From an optimization exercise on the open Yosys and OpenROAD flow, aimed at a short achievable clock period and few clock cycles; shortcuts taken in it are not production practice. The RTL was checked by simulation tests, not by an equivalence proof against the original design. The clock input has no modelled driver; a real chip could not lean on it and would need a root buffer or a full tree.

Setup of run 1:
// Datapath
module Datapath(input clk,
					input reset,
					output [31:0] imem_addr,
					input [31:0] imem_rdata,
					output [31:0] dmem_addr,
					output [31:0] dmem_wdata,
					output dmem_we,
					input [31:0] dmem_rdata,
					output wb_valid,
					output [4:0] wb_rd,
					output [31:0] wb_data);
Size: about 2100 flip-flops, roughly 200 I/O pins.
export LEC_CHECK = 0
export ABC_CLOCK_PERIOD_IN_PS = 3500
export CAP_MARGIN = 35
export CORE_MARGIN = 2
export CORE_UTILIZATION = 45
export PLACE_DENSITY = 0.62
export SLEW_MARGIN = 30
create_clock -name core_clock -period 14.0 [get_ports {clk}]
standard.sh (not shown) runs the stock make flow with config.mk's settings and CLKGATE_MAP_FILE= SYNTH_SCRIPT=/design/flow/synth_recipe.tcl, a recipe that flattens the netlist after the stock synthesis.
==> flow/flow/run.sh <==
#!/bin/bash
cp standard.sh standard.sh.log
export SETUP_SLACK_MARGIN=10.5
export PRE_CTS_TCL="$PWD/flow/manual_cts.tcl"
export MCTS_SINKS=18
bash standard.sh > standard.log 2>&1
==> flow/flow/manual_cts.tcl <==
# Two-level clock tree built here in place of TritonCTS (sourced as
# PRE_CTS_TCL; it replaces the clock_tree_synthesis command that ORFS's
# cts.tcl then calls, and the rest of cts.tcl runs unchanged).
# The clock port drives NROOT clkbuf_16 roots; each root drives the leaf
# clkbuf_16 of one part of the die; each leaf drives a cluster of nearby
# registers. Every register's clock goes through exactly two buffers, and the
# clusters are cut from the placement by recursive bisection so that they
# have equal sizes.
set ::mcts_nroot [expr {[info exists ::env(MCTS_NROOT)] ? $::env(MCTS_NROOT) : 4}]
set ::mcts_sinks [expr {[info exists ::env(MCTS_SINKS)] ? $::env(MCTS_SINKS) : 18}]
set ::mcts_leaf [expr {[info exists ::env(MCTS_LEAF)] ? $::env(MCTS_LEAF) : "sky130_fd_sc_hd__clkbuf_16"}]
set ::mcts_root "sky130_fd_sc_hd__clkbuf_16"

# items: list of {x y payload}; returns k groups of near-equal size
proc mcts_split {items k} {
  if {$k <= 1} { return [list $items] }
  set xs [lmap i $items {lindex $i 0}]
  set ys [lmap i $items {lindex $i 1}]
  set w [expr {[tcl::mathfunc::max {*}$xs] - [tcl::mathfunc::min {*}$xs]}]
  set h [expr {[tcl::mathfunc::max {*}$ys] - [tcl::mathfunc::min {*}$ys]}]
  set idx [expr {$w >= $h ? 0 : 1}]
  set sorted [lsort -integer -index $idx $items]
  set k1 [expr {$k / 2}]
  set n [llength $sorted]
  set n1 [expr {int(round(double($n) * $k1 / $k))}]
  return [concat [mcts_split [lrange $sorted 0 [expr {$n1 - 1}]] $k1] \
                 [mcts_split [lrange $sorted $n1 end] [expr {$k - $k1}]]]
}

proc mcts_centroid {items} {
  set sx 0; set sy 0
  foreach i $items { set sx [expr {$sx + [lindex $i 0]}]; set sy [expr {$sy + [lindex $i 1]}] }
  set n [llength $items]
  return [list [expr {int($sx / $n)}] [expr {int($sy / $n)}]]
}

proc mcts_place {inst xy} {
  set m [$inst getMaster]
  set x [expr {[lindex $xy 0] - [$m getWidth] / 2}]
  set y [expr {[lindex $xy 1] - [$m getHeight] / 2}]
  $inst setLocation $x $y
  $inst setPlacementStatus PLACED
}

rename clock_tree_synthesis __mcts_tritoncts
proc clock_tree_synthesis {args} {
  set db [ord::get_db]
  set block [ord::get_db_block]
  set port [$block findBTerm clk]
  set clk [$port getNet]
  set sinks {}
  foreach it [$clk getITerms] {
    set xy [$it getAvgXY]
    lappend sinks [list [lindex $xy 1] [lindex $xy 2] $it]
  }
  set n [llength $sinks]
  set nleaf [expr {int(ceil(double($n) / $::mcts_sinks))}]
  set nleaf [expr {(($nleaf + $::mcts_nroot - 1) / $::mcts_nroot) * $::mcts_nroot}]
  puts "manual CTS: $n sinks, $::mcts_nroot roots, $nleaf leaves"
  set lmaster [$db findMaster $::mcts_leaf]
  set rmaster [$db findMaster $::mcts_root]
  set parts [mcts_split $sinks $::mcts_nroot]
  set r 0
  foreach part $parts {
    set rnet [odb::dbNet_create $block "clknet_root_$r"]
    $rnet setSigType CLOCK
    set leaves {}
    set l 0
    foreach grp [mcts_split $part [expr {$nleaf / $::mcts_nroot}]] {
      set xy [mcts_centroid $grp]
      set inst [odb::dbInst_create $block $lmaster "clkbuf_leaf_${r}_$l"]
      mcts_place $inst $xy
      set lnet [odb::dbNet_create $block "clknet_leaf_${r}_$l"]
      $lnet setSigType CLOCK
      foreach s $grp {
        set it [lindex $s 2]
        $it disconnect
        $it connect $lnet
      }
      [$inst findITerm X] connect $lnet
      [$inst findITerm A] connect $rnet
      lappend leaves [list {*}$xy $inst]
      incr l
    }
    set rinst [odb::dbInst_create $block $rmaster "clkbuf_root_$r"]
    mcts_place $rinst [mcts_centroid $leaves]
    [$rinst findITerm X] connect $rnet
    [$rinst findITerm A] connect $clk
    incr r
  }
  set_propagated_clock [all_clocks]
}
Testbench counts of run 1, summed over its fixed seeds: cycles 58,268.
What run 2 does differently from run 1 at the input level:
--- a/flow/flow/run.sh
+++ b/flow/flow/run.sh
@@ -5,2 +5,3 @@
 export MCTS_SINKS=18
+export MCTS_MID=4
 bash standard.sh > standard.log 2>&1
--- a/flow/flow/manual_cts.tcl
+++ b/flow/flow/manual_cts.tcl
@@ -3,5 +3,6 @@
 # cts.tcl then calls, and the rest of cts.tcl runs unchanged).
-# The clock port drives NROOT clkbuf_16 roots; each root drives the leaf
+# The clock port drives NROOT clkbuf_16 roots; each root drives MCTS_MID
+# middle clkbuf_16 (if MCTS_MID > 1), which drive the leaf
 # clkbuf_16 of one part of the die; each leaf drives a cluster of nearby
-# registers. Every register's clock goes through exactly two buffers, and the
+# registers. Every register's clock goes through the same number of buffers, and the
 # clusters are cut from the placement by recursive bisection so that they
@@ -12,2 +13,3 @@
 set ::mcts_root "sky130_fd_sc_hd__clkbuf_16"
+set ::mcts_mid [expr {[info exists ::env(MCTS_MID)] ? $::env(MCTS_MID) : 1}]
 
@@ -57,3 +59,4 @@
   set nleaf [expr {int(ceil(double($n) / $::mcts_sinks))}]
-  set nleaf [expr {(($nleaf + $::mcts_nroot - 1) / $::mcts_nroot) * $::mcts_nroot}]
+  set q [expr {$::mcts_nroot * $::mcts_mid}]
+  set nleaf [expr {(($nleaf + $q - 1) / $q) * $q}]
   puts "manual CTS: $n sinks, $::mcts_nroot roots, $nleaf leaves"
@@ -62,2 +65,3 @@
   set parts [mcts_split $sinks $::mcts_nroot]
+  set nmid $::mcts_mid
   set r 0
@@ -66,22 +70,43 @@
     $rnet setSigType CLOCK
-    set leaves {}
-    set l 0
-    foreach grp [mcts_split $part [expr {$nleaf / $::mcts_nroot}]] {
-      set xy [mcts_centroid $grp]
-      set inst [odb::dbInst_create $block $lmaster "clkbuf_leaf_${r}_$l"]
-      mcts_place $inst $xy
-      set lnet [odb::dbNet_create $block "clknet_leaf_${r}_$l"]
-      $lnet setSigType CLOCK
-      foreach s $grp {
-        set it [lindex $s 2]
-        $it disconnect
-        $it connect $lnet
+    set mids {}
+    set m 0
+    foreach mpart [mcts_split $part $nmid] {
+      if {$nmid > 1} {
+        set mnet [odb::dbNet_create $block "clknet_mid_${r}_$m"]
+        $mnet setSigType CLOCK
+      } else {
+        set mnet $rnet
       }
-      [$inst findITerm X] connect $lnet
-      [$inst findITerm A] connect $rnet
-      lappend leaves [list {*}$xy $inst]
-      incr l
+      set leaves {}
+      set l 0
+      foreach grp [mcts_split $mpart [expr {$nleaf / $::mcts_nroot / $nmid}]] {
+        set xy [mcts_centroid $grp]
+        set inst [odb::dbInst_create $block $lmaster "clkbuf_leaf_${r}_${m}_$l"]
+        mcts_place $inst $xy
+        set lnet [odb::dbNet_create $block "clknet_leaf_${r}_${m}_$l"]
+        $lnet setSigType CLOCK
+        foreach s $grp {
+          set it [lindex $s 2]
+          $it disconnect
+          $it connect $lnet
+        }
+        [$inst findITerm X] connect $lnet
+        [$inst findITerm A] connect $mnet
+        lappend leaves [list {*}$xy $inst]
+        incr l
+      }
+      if {$nmid > 1} {
+        set minst [odb::dbInst_create $block $rmaster "clkbuf_mid_${r}_$m"]
+        set mxy [mcts_centroid $leaves]
+        mcts_place $minst $mxy
+        [$minst findITerm X] connect $mnet
+        [$minst findITerm A] connect $rnet
+        lappend mids [list {*}$mxy $minst]
+      } else {
+        set mids [concat $mids $leaves]
+      }
+      incr m
     }
     set rinst [odb::dbInst_create $block $rmaster "clkbuf_root_$r"]
-    mcts_place $rinst [mcts_centroid $leaves]
+    mcts_place $rinst [mcts_centroid $mids]
     [$rinst findITerm X] connect $rnet
[summary]
- Compared with run 1, the detailed router inserted more vias in run 2.
- Number of nets in the finished design, run 2 vs run 1: up slightly
- Run 2 -> run 1: sum of net half-perimeters after detailed placement delta 0, exact match
No run of this note takes its clock network from TritonCTS; it comes from the design's own scripts or RTL.

==> what the ideal ports hide <==
No port has a modelled driver above. Below, the same layouts with a new extraction and two added sets of constraints.
Step 1: set_driving_cell puts a clkbuf_16 on clk and a buf_2 on each other input, an assumption about the parent block.
Step 2, shift: input delay + t, output delay - t, t = (earliest + latest rising clock arrival at the registers) / 2. This alone moves slack from input paths to output paths.
a / b / c = no drivers / after step 1 / after step 2; a / b = the first two.
| run | t (ns) | setup slack, ns | worst setup path at the end | latest minus earliest clock arrival (ns) |
|---|---|---|---|---|
| run 1 | 0.925 | 9.920 / 9.696 / 9.571 | input to register | 0.051 / 0.052 |
| run 2 | 0.837 | 10.011 / 9.791 / 9.723 | input to register | 0.080 / 0.079 |
After both steps setup and hold are still met in every run listed. For run 1, which loses most, drivers alone change the setup slack by -0.224 ns; drivers and shift together by -0.349 ns.
